This design comes from an exercise in tuning for small area, a short achievable clock period and few clock cycles on the open sky130 flow, not from production work. Function was checked by simulation only, so behaviour that the tests miss may differ from the original. Power figures rest on the tool's default switching activity, not on a simulated workload.

==> run a <==
## mp3
module mp3
(
    input clk,
    input rst,
    output logic read_a,
    output logic write_a,
    output logic [1:0] wmask_a,
    output logic [15:0] address_a,
    output logic [15:0] wdata_a,
    input resp_a,
    input [15:0] rdata_a,
    output logic read_b,
    output logic write_b,
    output logic [1:0] wmask_b,
    output logic [15:0] address_b,
    output logic [15:0] wdata_b,
    input resp_b,
    input [15:0] rdata_b
);
assign read_a  = 1'b1;
assign write_a = 1'b0;
assign wmask_a = 2'b00;
assign wdata_a = 16'h0000;
logic [15:0] pc;           
logic [15:0] opa, opb;     
logic [15:0] sd;           
logic [2:0]  wd;           
logic        ind;          
logic [2:0]  cc;           
logic [15:0] rf [0:7];
logic k_and, k_not, k_shf, k_ldb, k_stb, k_load, k_trap;
logic k_rd, k_wrd, k_sti, k_indir, k_req, k_wr, k_setc;
wire [15:0] sum = opa + opb;
logic [15:0] shres;
always_comb begin
    if (!opb[4])      shres = opa << opb[3:0];        
    else if (!opb[5]) shres = opa >> opb[3:0];
    else              shres = $signed(opa) >>> opb[3:0];
end
logic [15:0] alures;
always_comb begin
    if (k_and)       alures = opa & opb;
    else if (k_not)  alures = ~opa;
    else if (k_shf)  alures = shres;
    else if (k_trap) alures = pc;        
    else             alures = sum;       
end
wire [15:0] ldval = k_ldb ? {8'h00, sum[0] ? rdata_b[15:8] : rdata_b[7:0]} : rdata_b;
wire [15:0] wbd   = k_load ? ldval : alures;
wire [15:0] ccsrc = k_load ? rdata_b : alures;
wire stall  = k_req & (!resp_b | (k_indir & !ind));
wire p1done = k_indir & !ind & resp_b;
wire [2:0] cc_e    = {ccsrc[15], ccsrc == 16'h0000, !ccsrc[15] && ccsrc != 16'h0000};
wire [2:0] cc_next = k_setc ? cc_e : cc;
assign read_b    = k_rd | (k_sti & !ind);
assign write_b   = k_wrd | (k_sti & ind);
assign address_b = sum;
  ...
==> module mp3, before the edit <==
module mp3
(
    input clk,
    input rst,
    output logic read_a,
    output logic write_a,
    output logic [1:0] wmask_a,
    output logic [15:0] address_a,
    output logic [15:0] wdata_a,
    input resp_a,
    input [15:0] rdata_a,
    output logic read_b,
    output logic write_b,
    output logic [1:0] wmask_b,
    output logic [15:0] address_b,
    output logic [15:0] wdata_b,
    input resp_b,
    input [15:0] rdata_b
);
assign read_a  = 1'b1;
assign write_a = 1'b0;
assign wmask_a = 2'b00;
assign wdata_a = 16'h0000;
logic [15:0] pc;           
logic [15:0] opa, opb;     
logic [15:0] sd;           
logic [2:0]  wd;           
logic        ind;          
logic [2:0]  cc;           
logic [15:0] rf [0:7];
logic k_and, k_not, k_shf, k_ldb, k_stb, k_load, k_trap;
logic k_rd, k_wrd, k_sti, k_indir, k_req, k_wr, k_setc;
wire [15:0] sum = opa + opb;
logic [15:0] shres;
always_comb begin
    if (!opb[4])      shres = opa << opb[3:0];        
    else if (!opb[5]) shres = opa >> opb[3:0];
    else              shres = $signed(opa) >>> opb[3:0];
end
logic [15:0] alures;
always_comb begin
    if (k_and)       alures = opa & opb;
    else if (k_not)  alures = ~opa;
    else if (k_shf)  alures = shres;
    else if (k_trap) alures = pc;        
    else             alures = sum;       
end
wire [15:0] ldval = k_ldb ? {8'h00, sum[0] ? rdata_b[15:8] : rdata_b[7:0]} : rdata_b;
wire [15:0] wbd   = k_load ? ldval : alures;
wire [15:0] ccsrc = k_load ? rdata_b : alures;
wire stall  = k_req & (!resp_b | (k_indir & !ind));
wire p1done = k_indir & !ind & resp_b;
wire [2:0] cc_e    = {ccsrc[15], ccsrc == 16'h0000, !ccsrc[15] && ccsrc != 16'h0000};
wire [2:0] cc_next = k_setc ? cc_e : cc;
assign read_b    = k_rd | (k_sti & !ind);
assign write_b   = k_wrd | (k_sti & ind);
assign address_b = sum;
assign wmask_b   = k_stb ? (sum[0] ? 2'b10 : 2'b01) : 2'b11;
assign wdata_b   = sd;
always_ff @(posedge clk) begin
    if (rst)
        ind <= 1'b0;
    else if (k_indir && resp_b)
        ind <= !ind;
end
always_ff @(posedge clk) begin
    if (!stall && k_wr)
        rf[wd] <= wbd;
    if (!stall && k_setc)
        cc <= cc_e;
end
wire [15:0] fi  = rdata_a;
wire [3:0]  fop = fi[15:12];
wire f_add   = fop == 4'b0001;
wire f_and   = fop == 4'b0101;
wire f_not   = fop == 4'b1001;
wire f_shf   = fop == 4'b1101;
wire f_lea   = fop == 4'b1110;
wire f_br    = fop == 4'b0000;
wire f_jmp   = fop == 4'b1100;
wire f_jsr   = fop == 4'b0100;
wire f_trap  = fop == 4'b1111;
wire f_ldr   = fop == 4'b0110;
wire f_ldb   = fop == 4'b0010;
wire f_ldi   = fop == 4'b1010;
wire f_str   = fop == 4'b0111;
wire f_stb   = fop == 4'b0011;
wire f_sti   = fop == 4'b1011;
wire f_store = f_str | f_stb | f_sti;
wire f_load  = f_ldr | f_ldb | f_ldi;
wire f_imm   = (f_add | f_and) & fi[5];
wire [2:0] ra  = fi[8:6];
wire [2:0] rb  = (fi[13] & fi[12]) ? fi[11:9] : fi[2:0];    
wire [15:0] fa = (k_wr && wd == ra) ? wbd : rf[ra];
wire hit_b = k_wr && ((fi[13] & fi[12]) ? (wd == fi[11:9]) : (wd == fi[2:0]));
wire [15:0] fb = hit_b ? wbd : rf[rb];
wire [15:0] pc2  = pc + 16'd2;
wire [15:0] boff = f_jsr ? {{4{fi[10]}}, fi[10:0], 1'b0} : {{6{fi[8]}}, fi[8:0], 1'b0};
wire [15:0] tgt  = pc2 + boff;
wire taken = f_br && ((fi[11:9] & cc_next) != 3'b000);
logic [15:0] npc;
always_comb begin
    if (k_trap)                          npc = rdata_b;
    else if (taken || (f_jsr && fi[11])) npc = tgt;
    else if (f_jmp || f_jsr)             npc = fa;
    else                                 npc = pc2;
end
logic [15:0] na, nb;
always_comb begin
    if (f_lea || f_jsr)      na = pc2;
    else if (f_trap)         na = 16'h0000;
    else                     na = fa;
    if (f_lea)               nb = {{6{fi[8]}}, fi[8:0], 1'b0};
    else if (f_jsr)          nb = 16'h0000;
    else if (f_trap)         nb = {7'b0, fi[7:0], 1'b0};
    else if (f_imm)          nb = {{11{fi[4]}}, fi[4:0]};
    else if (f_shf)          nb = {10'b0, fi[5:0]};
    else if (f_ldb || f_stb) nb = {{10{fi[5]}}, fi[5:0]};
    else if (f_load || f_store) nb = {{9{fi[5]}}, fi[5:0], 1'b0};
    else                     nb = fb;
end
wire [15:0] nsd = f_stb ? {fb[7:0], fb[7:0]} : fb;
always_ff @(posedge clk) begin
    if (rst || (!stall && k_trap)) begin
        {k_and, k_not, k_shf, k_ldb, k_stb, k_load, k_trap} <= '0;
        {k_rd, k_wrd, k_sti, k_indir, k_req, k_wr, k_setc} <= '0;
    end else if (!stall) begin
        k_and   <= f_and;
        k_not   <= f_not;
        k_shf   <= f_shf;
        k_ldb   <= f_ldb;
        k_stb   <= f_stb;
        k_load  <= f_load;
        k_trap  <= f_trap;
        k_rd    <= f_load | f_trap;
        k_wrd   <= f_str | f_stb;
        k_sti   <= f_sti;
        k_indir <= f_ldi | f_sti;
        k_req   <= f_load | f_store | f_trap;
        k_wr    <= f_add | f_and | f_not | f_shf | f_lea | f_load | f_jsr | f_trap;
        k_setc  <= f_add | f_and | f_not | f_shf | f_lea | f_load;
    end
end
always_ff @(posedge clk) begin
    if (rst)
        pc <= 16'h0000;
    else if (!stall)
        pc <= npc;
end
always_ff @(posedge clk) begin
    if (!stall) begin
        opa <= na;
        opb <= nb;
        sd  <= nsd;
        wd  <= (f_jsr || f_trap) ? 3'd7 : fi[11:9];
    end else if (p1done) begin
        opa <= rdata_b;
        opb <= 16'h0000;
    end
end
assign address_a = pc;
endmodule
Settings: LEC_CHECK=0, ABC_AREA=1, CAP_MARGIN=20, CORE_MARGIN=2, CORE_UTILIZATION=65, SETUP_SLACK_MARGIN=4.0, SLEW_MARGIN=20; clock period 8.0 ns.
run.sh (not shown) runs the stock make flow with config.mk's settings and CLKGATE_MAP_FILE= SYNTH_SCRIPT=/design/flow/synth_recipe.tcl, a recipe that flattens the netlist after the stock synthesis.
==> inputs of run b, as changes to run a <==
--- a/flow/design.v
+++ b/flow/design.v
@@ -25,4 +25,5 @@
 logic [15:0] opa, opb;     
 logic [15:0] sd;           
+logic [5:0]  ir;           
 logic [2:0]  wd;           
 logic        ind;          
@@ -34,7 +35,7 @@
 logic [15:0] shres;
 always_comb begin
-    if (!opb[4])      shres = opa << opb[3:0];        
-    else if (!opb[5]) shres = opa >> opb[3:0];
-    else              shres = $signed(opa) >>> opb[3:0];
+    if (!ir[4])      shres = opa << ir[3:0];
+    else if (!ir[5]) shres = opa >> ir[3:0];
+    else             shres = $signed(opa) >>> ir[3:0];
 end
 logic [15:0] alures;
@@ -91,8 +92,7 @@
 wire f_imm   = (f_add | f_and) & fi[5];
 wire [2:0] ra  = fi[8:6];
-wire [2:0] rb  = (fi[13] & fi[12]) ? fi[11:9] : fi[2:0];    
+wire [2:0] rb  = f_store ? fi[11:9] : fi[2:0];
 wire [15:0] fa = (k_wr && wd == ra) ? wbd : rf[ra];
-wire hit_b = k_wr && ((fi[13] & fi[12]) ? (wd == fi[11:9]) : (wd == fi[2:0]));
-wire [15:0] fb = hit_b ? wbd : rf[rb];
+wire [15:0] fb = (k_wr && wd == rb) ? wbd : rf[rb];
 wire [15:0] pc2  = pc + 16'd2;
 wire [15:0] boff = f_jsr ? {{4{fi[10]}}, fi[10:0], 1'b0} : {{6{fi[8]}}, fi[8:0], 1'b0};
@@ -115,5 +115,4 @@
     else if (f_trap)         nb = {7'b0, fi[7:0], 1'b0};
     else if (f_imm)          nb = {{11{fi[4]}}, fi[4:0]};
-    else if (f_shf)          nb = {10'b0, fi[5:0]};
     else if (f_ldb || f_stb) nb = {{10{fi[5]}}, fi[5:0]};
     else if (f_load || f_store) nb = {{9{fi[5]}}, fi[5:0], 1'b0};
@@ -153,4 +152,5 @@
         opb <= nb;
         sd  <= nsd;
+        ir  <= fi[5:0];
         wd  <= (f_jsr || f_trap) ? 3'd7 : fi[11:9];
     end else if (p1done) begin
ABC_AREA = not set   (was 1)
CORE_UTILIZATION = 60   (was 65)
==> comparison <==
In run a the worst setup slack is higher than in run b, by 330 ps. In run a the combinational power is higher than in run b, by about 10%. Of run b and run a, run a has the higher cell count (gap 23%, measured against run a). Between run a and run b, the lower design area is in run a (gap about 0.9%, measured against run b). Between run a and run b, the lower register-to-register slack is in run b (gap 430 ps). Of run a and run b, run a has the higher via count (gap about 21%, measured against run b). Of run b and run a, run b has the higher sequential share of layout area (gap 0.66 points). Fmax: run b is lower than run a (about 8%). Of run a and run b, run a has the higher area after synthesis (gap 1.5%, measured against run b).
==> figures <==
metric	run b	run a
Result of the run	no timing/DRC/antenna violations	no timing/DRC/antenna violations
Worst setup timing slack at the placement stage	2110 ps	2520 ps
Fraction of the mapped netlist area in adder cells	2.80%	2.84%
Post_cts resized	174	123
Switching share of total power	36.5%	40.2%
Placeable core region	25100 um^2	23400 um^2
Number of vias in the routed layout	14.1k	17.1k
Worst reg-to-reg path cell count	14	15
Synthesis-to-layout area growth	21.0%	18.1%
Slew margin rel.	26.6%	27.9%
Number of gates on the worst path with buffers counted	7	11
Maximum cell stage delay along the critical path	620 ps	410 ps
Leading cell type in the layout, fill and taps excluded	sky130_fd_sc_hd__edfxtp_1	sky130_fd_sc_hd__nand2_1
Cell area after placement	16400 um^2	16400 um^2
Number of cells after detailed placement	1832	2456
Fraction of standard cell area in multi-input logic	48.7%	46.6%
Met3 Usage GRT	10.2%	10.9%
# clk buffers	29	26
Fraction of layout instances using a drive strength above 1	24.0%	13.5%
Met1 usage in global routing	51.3%	58.9%
Testbench counts of run a, summed over its fixed seeds: cycles 126,939.
Testbench counts of run b, summed over its fixed seeds: cycles 126,939.

[separate check: timing with driven ports]
No port has a modelled driver above. Below, the same layouts with a new extraction and two added sets of constraints. Step 1 (the two cells are an assumption about what drives the block):
set clk [get_ports {clk}]
set_driving_cell -lib_cell sky130_fd_sc_hd__clkbuf_16 $clk
set_driving_cell -lib_cell sky130_fd_sc_hd__buf_2 [delete_from_list [all_inputs] $clk]
Step 2 adds t to the input delays and takes it off the output delays; t is the mean of the earliest and latest rising clock arrival at the registers after step 1. Input paths then give back, and output paths get back, about the clock's delay inside the block. Three values: ideal ports, drivers, drivers and shift; two values: the first two.
| run | t (ns) | setup slack, ns | worst hold slack (ns) | worst setup path at the end | worst register clock-pin slew, ns |
|---|---|---|---|---|---|
| run a | 0.569 | 3.944 / 3.890 / 3.403 | 0.488 / 0.488 / 0.488 | input to register | 0.07 / 0.07 |
| run b | 0.591 | 3.612 / 3.561 / 3.199 | 0.467 / 0.467 / 0.467 | input to register | 0.07 / 0.07 |
After both steps every run listed still meets setup and hold. The setup slack of run a, which loses most, moves by -0.054 ns with the drivers and by -0.541 ns with both steps.
